Source: an optimization exercise on an open RTL-to-GDS flow (aim: small area). Production flows keep margins and buffers that such runs may drop. Where RTL was checked, it was by simulation tests only, not by an equivalence proof against the original. The clock port is modelled as an ideal driver; clocking choices that lean on that would not hold on a real chip.

Setup of sierra:
## MIPSL
module MIPSL(
    output [15:0] iaddr,     
    output [15:0] daddr,     
    output        dwrite,    
    output        dread,     
    output [15:0] dwdata,    
    output [15:0] alu_out,   
    input         clock,
    input  [15:0] idata,     
    input  [15:0] ddata,     
    input         reset
);
Settings: LEC_CHECK=0, ABC_AREA=1, CAP_MARGIN=20, CORE_MARGIN=2, CORE_UTILIZATION=50, GPL_ROUTABILITY_DRIVEN=0, PLACE_DENSITY=0.7, SLEW_MARGIN=20, SYNTH_HIERARCHICAL=1; clock period 11.0 ns.
standard.sh (not shown) runs the stock make flow with config.mk's settings and CLKGATE_MAP_FILE= SYNTH_SCRIPT=/design/flow/synth_recipe.tcl, a recipe that flattens the netlist after the stock synthesis.
==> flow/flow/run.sh <==
#!/bin/bash
# Layout flow: the standard ORFS flow, with
#  - synthesis mapped by an area-oriented ABC script (flow/abc_area.script),
#  - the smallest buffer (buf_1) on the ports,
#  - a hand-built two-level clock tree (flow/manual_cts.tcl: one root
#    buffer driving nine leaf buffers, each at the centre of its group of
#    flip-flops) in place of TritonCTS, which is pointed at the clock port
#    net only and so finds nothing left to buffer.
# Each step's full output goes to a log file in the work folder.
set -euo pipefail
W=$(pwd)
rm -rf "$W/scripts_area"
cp -r "$FLOW_HOME/scripts" "$W/scripts_area"
cp "$W/flow/abc_area.script" "$W/scripts_area/abc_area.script"

bash "$W/standard.sh" SCRIPTS_DIR="$W/scripts_area" synth > "$W/flow_synth.log" 2>&1

export MCTS_N=9 MCTS_BUF=sky130_fd_sc_hd__clkbuf_8 MCTS_N1=1 MCTS_BUF1=sky130_fd_sc_hd__clkbuf_4
bash "$W/standard.sh" \
  BUFFER_PORTS_ARGS="-buffer_cell sky130_fd_sc_hd__buf_1" \
  PRE_CTS_TCL="$W/flow/manual_cts.tcl" \
  CTS_ARGS="-repair_clock_nets -dont_use_dummy_load -clk_nets clock" \
  finish > "$W/flow_layout.log" 2>&1
==> flow/flow/manual_cts.tcl <==
# Build the clock tree by hand: the flip-flops are split into MCTS_N groups
# by position (alternating median cuts), each driven by a buffer of type
# MCTS_BUF placed at its group's centre. If MCTS_N1 is set, those buffers
# are in turn split into MCTS_N1 groups, each driven by a buffer of type
# MCTS_BUF1; the clock port drives the top level.
proc mcts_split {items axis n} {
  if {$n <= 1} { return [list $items] }
  set idx [expr {$axis == "x" ? 1 : 2}]
  set sorted [lsort -real -index $idx $items]
  set half [expr {$n / 2}]
  set cut [expr {int(round([llength $sorted] * double($half) / $n))}]
  set a [lrange $sorted 0 [expr {$cut - 1}]]
  set b [lrange $sorted $cut end]
  set next [expr {$axis == "x" ? "y" : "x"}]
  return [concat [mcts_split $a $next $half] [mcts_split $b $next [expr {$n - $half}]]]
}
proc mcts_center {it} {
  set bb [[$it getInst] getBBox]
  return [list $it [expr {([$bb xMin] + [$bb xMax]) / 2}] [expr {([$bb yMin] + [$bb yMax]) / 2}]]
}
# Drive each group of iterms from a new buffer on net src; returns the
# buffers' input iterms.
proc mcts_level {src groups bufname prefix} {
  set db [ord::get_db]
  set block [ord::get_db_block]
  set master [$db findMaster $bufname]
  set ins {}
  set i 0
  foreach g $groups {
    set sx 0; set sy 0
    foreach e $g { set sx [expr {$sx + [lindex $e 1]}]; set sy [expr {$sy + [lindex $e 2]}] }
    set cx [expr {int($sx / [llength $g])}]
    set cy [expr {int($sy / [llength $g])}]
    set buf [odb::dbInst_create $block $master "${prefix}_buf_$i"]
    set net [odb::dbNet_create $block "${prefix}_net_$i"]
    $net setSigType CLOCK
    foreach e $g {
      set it [lindex $e 0]
      $it disconnect
      $it connect $net
    }
    [$buf findITerm A] connect $src
    [$buf findITerm X] connect $net
    $buf setLocation $cx $cy
    $buf setPlacementStatus PLACED
    puts "mcts: $prefix buffer $i ($bufname) drives [llength $g] pins at ($cx, $cy)"
    lappend ins [$buf findITerm A]
    incr i
  }
  return $ins
}
proc manual_clock_tree {} {
  set block [ord::get_db_block]
  set clk [$block findNet clock]
  set items {}
  foreach it [$clk getITerms] { lappend items [mcts_center $it] }
  set leaves [mcts_level $clk [mcts_split $items x $::env(MCTS_N)] $::env(MCTS_BUF) mcts_leaf]
  if {[info exists ::env(MCTS_N1)] && $::env(MCTS_N1) > 0} {
    set items {}
    foreach it $leaves { lappend items [mcts_center $it] }
    mcts_level $clk [mcts_split $items x $::env(MCTS_N1)] $::env(MCTS_BUF1) mcts_mid
  }
}
manual_clock_tree
Other scripts of this flow, unchanged in this note and not shown: flow/flow/abc_area.script
### sierra -> willow
Settings: removing GPL_ROUTABILITY_DRIVEN (formerly 0); changing PLACE_DENSITY from 0.7 to 0.6; changing CORE_UTILIZATION from 50 to 40.
-- flow/flow/run.sh --
<<< sierra, line 6
#    buffer driving nine leaf buffers, each at the centre of its group of
>>> willow, line 6
#    buffer driving eight leaf buffers, each at the centre of its group of
<<< sierra, line 18
export MCTS_N=9 MCTS_BUF=sky130_fd_sc_hd__clkbuf_8 MCTS_N1=1 MCTS_BUF1=sky130_fd_sc_hd__clkbuf_4
>>> willow, line 18
export MCTS_N=8 MCTS_BUF=sky130_fd_sc_hd__clkbuf_8 MCTS_N1=1 MCTS_BUF1=sky130_fd_sc_hd__clkbuf_8
Notes after the runs:
Post-detailed-placement half-perimeter wirelength was higher in the run labelled willow.
Row layout cell share with drive strength beyond 1: willow higher / sierra lower
Run comparison: willow end point of the critical path alu_out[15]; sierra end point of the critical path daddr[15]
Worst hold slack (lower): sierra
sierra vs willow, slowest cell on the critical path: sky130_fd_sc_hd__nor3b_4 vs sky130_fd_sc_hd__mux2_1
[compare] base=sierra new=willow: worst path setup slack after routing saw an increase, cell area saw an increase.
Site row count in willow is about 12% higher than in sierra
Delta (willow minus sierra): length of routed met2 wiring climbed 2.8%; maximum number of pins on one net before global-route repair down 1.

* * *

## P
MIPSL again, from the RTL that the note above started with.
==> flow/config.mk <==
export PLATFORM = sky130hd
export DESIGN_NAME = MIPSL
export DESIGN_NICKNAME = MIPSL
export VERILOG_FILES = /design/flow/design.v
export SDC_FILE = /design/flow/constraint.sdc
export NUM_CORES = 4
export LEC_CHECK = 0
export ABC_AREA = 1
export CAP_MARGIN = 20
export CORE_MARGIN = 2
export CORE_UTILIZATION = 40
export PLACE_DENSITY = 0.6
export SLEW_MARGIN = 20
export SYNTH_HIERARCHICAL = 1
==> flow/constraint.sdc <==
create_clock -name core_clock -period 11.0 [get_ports {clock}]
set_input_delay 2.2000 -clock core_clock [delete_from_list [all_inputs] [get_ports {clock}]]
set_output_delay 2.2000 -clock core_clock [all_outputs]
set_load 0.01 [all_outputs]
==> flow/flow/run.sh <==
#!/bin/bash
# Layout flow: the standard ORFS flow, with
#  - synthesis mapped by an area-oriented ABC script (flow/abc_area.script),
#  - the smallest buffer (buf_1) on the ports,
#  - a hand-built two-level clock tree (flow/manual_cts.tcl: one root
#    buffer driving nine leaf buffers, each at the centre of its group of
#    flip-flops) in place of TritonCTS, which is pointed at the clock port
#    net only and so finds nothing left to buffer.
# Each step's full output goes to a log file in the work folder.
set -euo pipefail
W=$(pwd)
rm -rf "$W/scripts_area"
cp -r "$FLOW_HOME/scripts" "$W/scripts_area"
cp "$W/flow/abc_area.script" "$W/scripts_area/abc_area.script"

bash "$W/standard.sh" SCRIPTS_DIR="$W/scripts_area" synth > "$W/flow_synth.log" 2>&1

export MCTS_N=9 MCTS_BUF=sky130_fd_sc_hd__clkbuf_8 MCTS_N1=1 MCTS_BUF1=sky130_fd_sc_hd__clkbuf_8
bash "$W/standard.sh" \
  BUFFER_PORTS_ARGS="-buffer_cell sky130_fd_sc_hd__buf_1" \
  PRE_CTS_TCL="$W/flow/manual_cts.tcl" \
  CTS_ARGS="-repair_clock_nets -dont_use_dummy_load -clk_nets clock" \
  finish > "$W/flow_layout.log" 2>&1
==> flow/flow/abc_area.script <==
&get -n
&st
&dch
&nf -R 1000
&put
Scripts as last shown in full above: flow/flow/manual_cts.tcl
## Diff of input files: Q against P
# P
export LEC_CHECK = 0
export ABC_AREA = 1
export CAP_MARGIN = 20
export CORE_MARGIN = 2
export CORE_UTILIZATION = 40
export PLACE_DENSITY = 0.6
export SLEW_MARGIN = 20
export SYNTH_HIERARCHICAL = 1
create_clock -name core_clock -period 11.0 [get_ports {clock}]
# Q
export LEC_CHECK = 0
export ABC_AREA = 1
export CAP_MARGIN = 20
export CORE_MARGIN = 2
export CORE_UTILIZATION = 50
export GPL_ROUTABILITY_DRIVEN = 0
export PLACE_DENSITY = 0.7
export SLEW_MARGIN = 20
export SYNTH_HIERARCHICAL = 1
create_clock -name core_clock -period 11.0 [get_ports {clock}]
--- outcome ---
NOTE fmax P->Q decreased slightly
Final instance area, P and Q, higher one = P.
P has a higher internal reg-to-reg setup slack than Q.
A library cell contributing the largest single delay on the critical path of sky130_fd_sc_hd__nor3b_4 is what Q shows, while sky130_fd_sc_hd__mux2_1 belongs to P.
Via count normalized by instance count (Q vs. P) increases by a few percent
The inputs of R differ from those of Q as listed below.
# Q
export LEC_CHECK = 0
export ABC_AREA = 1
export CAP_MARGIN = 20
export CORE_MARGIN = 2
export CORE_UTILIZATION = 50
export GPL_ROUTABILITY_DRIVEN = 0
export PLACE_DENSITY = 0.7
export SLEW_MARGIN = 20
export SYNTH_HIERARCHICAL = 1
create_clock -name core_clock -period 11.0 [get_ports {clock}]
# R
export LEC_CHECK = 0
export ABC_AREA = 1
export CAP_MARGIN = 20
export CORE_MARGIN = 2
export CORE_UTILIZATION = 40
export PLACE_DENSITY = 0.6
export SLEW_MARGIN = 20
export SYNTH_HIERARCHICAL = 1
create_clock -name core_clock -period 11.0 [get_ports {clock}]
-- flow/flow/run.sh --
<<< Q, line 4
#  - the smallest buffer (buf_1) on the ports,
>>> R, line 4
#  - the smallest buffer (buf_1) on the ports, and no buffer larger than
#    buf_2 in repair,
<<< Q, line 18
>>> R, line 19
# The platform's dont-use cells, and buffers larger than buf_2, which
# repair would otherwise use on high-fanout nets.
DONT_USE="sky130_fd_sc_hd__probe_p_8 sky130_fd_sc_hd__probec_p_8 sky130_fd_sc_hd__lpflow_bleeder_1 sky130_fd_sc_hd__lpflow_clkbufkapwr_1 sky130_fd_sc_hd__lpflow_clkbufkapwr_16 sky130_fd_sc_hd__lpflow_clkbufkapwr_2 sky130_fd_sc_hd__lpflow_clkbufkapwr_4 sky130_fd_sc_hd__lpflow_clkbufkapwr_8 sky130_fd_sc_hd__lpflow_clkinvkapwr_1 sky130_fd_sc_hd__lpflow_clkinvkapwr_16 sky130_fd_sc_hd__lpflow_clkinvkapwr_2 sky130_fd_sc_hd__lpflow_clkinvkapwr_4 sky130_fd_sc_hd__lpflow_clkinvkapwr_8 sky130_fd_sc_hd__lpflow_decapkapwr_12 sky130_fd_sc_hd__lpflow_decapkapwr_3 sky130_fd_sc_hd__lpflow_decapkapwr_4 sky130_fd_sc_hd__lpflow_decapkapwr_6 sky130_fd_sc_hd__lpflow_decapkapwr_8 sky130_fd_sc_hd__lpflow_inputiso0n_1 sky130_fd_sc_hd__lpflow_inputiso0p_1 sky130_fd_sc_hd__lpflow_inputiso1n_1 sky130_fd_sc_hd__lpflow_inputiso1p_1 sky130_fd_sc_hd__lpflow_inputisolatch_1 sky130_fd_sc_hd__lpflow_isobufsrc_1 sky130_fd_sc_hd__lpflow_isobufsrc_16 sky130_fd_sc_hd__lpflow_isobufsrc_2 sky130_fd_sc_hd__lpflow_isobufsrc_4 sky130_fd_sc_hd__lpflow_isobufsrc_8 sky130_fd_sc_hd__lpflow_isobufsrckapwr_16 sky130_fd_sc_hd__lpflow_lsbuf_lh_hl_isowell_tap_1 sky130_fd_sc_hd__lpflow_lsbuf_lh_hl_isowell_tap_2 sky130_fd_sc_hd__lpflow_lsbuf_lh_hl_isowell_tap_4 sky130_fd_sc_hd__lpflow_lsbuf_lh_isowell_4 sky130_fd_sc_hd__lpflow_lsbuf_lh_isowell_tap_1 sky130_fd_sc_hd__lpflow_lsbuf_lh_isowell_tap_2 sky130_fd_sc_hd__lpflow_lsbuf_lh_isowell_tap_4 sky130_fd_sc_hd__buf_4 sky130_fd_sc_hd__buf_6 sky130_fd_sc_hd__buf_8 sky130_fd_sc_hd__buf_12 sky130_fd_sc_hd__buf_16"
<<< Q, line 20
>>> R, line 24
  DONT_USE_CELLS="$DONT_USE" \
Results
- Across Q and R, the outcome is the same: a clean finish for every run.
- Diff Q -> R: final instance area increased 1.3%; clock network latency to the later pin of the worst-skew pair essentially unchanged.
- Going from Q to R, largest incremental delay on the critical path shrinks by 0.32 ns.

* * *

Setup of ember:
MIPSL, a different RTL version from the one above (not shown whole).
Size: roughly 130 flip-flops, about 6800 sq um of cells after synthesis.
Settings: LEC_CHECK=0, ABC_AREA=1, CAP_MARGIN=20, CORE_MARGIN=2, CORE_UTILIZATION=40, PLACE_DENSITY=0.8, SLEW_MARGIN=20, SYNTH_HIERARCHICAL=1; clock period 11.0 ns.
==> flow/flow/run.sh <==
#!/bin/bash
# Layout flow: the standard ORFS flow, with
#  - synthesis mapped by an area-oriented ABC script (flow/abc_area.script),
#  - the smallest buffer (buf_1) on the ports,
#  - a hand-built two-level clock tree (flow/manual_cts.tcl: one root
#    buffer driving eight leaf buffers, each at the centre of its group of
#    flip-flops) in place of TritonCTS, which is pointed at the clock port
#    net only and so finds nothing left to buffer.
# Each step's full output goes to a log file in the work folder.
set -euo pipefail
W=$(pwd)
rm -rf "$W/scripts_area"
cp -r "$FLOW_HOME/scripts" "$W/scripts_area"
cp "$W/flow/abc_area.script" "$W/scripts_area/abc_area.script"

bash "$W/standard.sh" SCRIPTS_DIR="$W/scripts_area" synth > "$W/flow_synth.log" 2>&1

export MCTS_N=8 MCTS_BUF=sky130_fd_sc_hd__clkbuf_8 MCTS_N1=1 MCTS_BUF1=sky130_fd_sc_hd__clkbuf_8
bash "$W/standard.sh" \
  BUFFER_PORTS_ARGS="-buffer_cell sky130_fd_sc_hd__buf_1" \
  PRE_CTS_TCL="$W/flow/manual_cts.tcl" \
  CTS_ARGS="-repair_clock_nets -dont_use_dummy_load -clk_nets clock" \
  finish > "$W/flow_layout.log" 2>&1
Scripts as last shown in full above: flow/flow/abc_area.script, flow/flow/manual_cts.tcl
Every stage of the flow completed for ember, and the final layout passed the timing, DRC and antenna checks.
Edits applied to the flow inputs when going from ember to fjord:
# ember
export LEC_CHECK = 0
export ABC_AREA = 1
export CAP_MARGIN = 20
export CORE_MARGIN = 2
export CORE_UTILIZATION = 40
export PLACE_DENSITY = 0.8
export SLEW_MARGIN = 20
export SYNTH_HIERARCHICAL = 1
create_clock -name core_clock -period 11.0 [get_ports {clock}]
# fjord
export LEC_CHECK = 0
export ABC_AREA = 1
export CAP_MARGIN = 20
export CORE_MARGIN = 2
export CORE_UTILIZATION = 50
export GPL_ROUTABILITY_DRIVEN = 0
export PLACE_DENSITY = 0.7
export SLEW_MARGIN = 20
export SYNTH_HIERARCHICAL = 1
create_clock -name core_clock -period 11.0 [get_ports {clock}]
Results
Clock latency at the later pin of the worst-skew pair (higher): fjord
Compared with ember, in fjord final critical-path share of the clock period lost 2.9 points, count of non-filler cells in the finished layout lost 45.
The following lists how indigo was set up differently from fjord:
# fjord
export LEC_CHECK = 0
export ABC_AREA = 1
export CAP_MARGIN = 20
export CORE_MARGIN = 2
export CORE_UTILIZATION = 50
export GPL_ROUTABILITY_DRIVEN = 0
export PLACE_DENSITY = 0.7
export SLEW_MARGIN = 20
export SYNTH_HIERARCHICAL = 1
create_clock -name core_clock -period 11.0 [get_ports {clock}]
# indigo
export LEC_CHECK = 0
export ABC_AREA = 1
export CAP_MARGIN = 20
export CORE_MARGIN = 2
export CORE_UTILIZATION = 40
export PLACE_DENSITY = 0.6
export SLEW_MARGIN = 20
export SYNTH_HIERARCHICAL = 1
create_clock -name core_clock -period 11.0 [get_ports {clock}]
==> comparison <==
Compared with fjord, in indigo sum of net half-perimeters after detailed placement moved up, upper clock frequency limit has decreased, vias per cell fell by about 4.4%, fraction of the cycle the final worst path needs has increased, met3 wire length down about 1%. fjord has a lower data arrival time of the critical path than indigo. When indigo is measured against fjord, its utilization turns out 11 points lower. Worst setup slack ended up 140 ps lower on indigo than on fjord. The run showing the greater number of detailed-routing iterations run before antenna repair is fjord. indigo reports a higher global-route wire length before repair than fjord does.
Function was not checked in any run of this note: the RTL went through the layout flow alone.

## separate check: timing with driven ports
The flow's constraints put no driver on any port. The routed layouts listed below were extracted and timed again, unchanged, in two steps.
Step 1 assumes that a clkbuf_16 drives the clock port and a buf_2 every other input.
Step 2 adds t to the input delays and takes it off the output delays; t is the mean of the earliest and latest rising clock arrival at the registers after step 1. Input paths then give back, and output paths get back, about the clock's delay inside the block.
a / b / c = no drivers / after step 1 / after step 2; a / b = the first two.
| run | shift t [ns] | slack for setup (ns) | worst hold slack (ns) | latest minus earliest clock arrival (ns) |
|---|---|---|---|---|
| sierra | 0.546 | 0.481 / 0.455 / 0.455 | 0.502 / 0.502 / 0.502 | 0.014 / 0.014 |
| willow | 0.444 | 0.550 / 0.525 / 0.525 | 0.509 / 0.509 / 0.509 | 0.020 / 0.020 |
| P | 0.444 | 0.589 / 0.565 / 0.565 | 0.511 / 0.511 / 0.511 | 0.015 / 0.016 |
| Q | 0.444 | 0.501 / 0.475 / 0.475 | 0.501 / 0.501 / 0.501 | 0.017 / 0.017 |
| R | 0.452 | 0.678 / 0.654 / 0.654 | 0.513 / 0.513 / 0.513 | 0.021 / 0.021 |
| ember | 0.422 | 0.599 / 0.553 / 0.553 | 0.618 / 0.618 / 0.618 | 0.015 / 0.014 |
| fjord | 0.436 | 0.916 / 0.855 / 0.855 | 0.631 / 0.631 / 0.631 | 0.015 / 0.014 |
| indigo | 0.429 | 0.780 / 0.744 / 0.744 | 0.632 / 0.632 / 0.632 | 0.013 / 0.013 |
After both steps setup and hold are still met in every run listed. For fjord, which loses most, drivers alone change the setup slack by -0.061 ns; drivers and shift together by -0.061 ns.
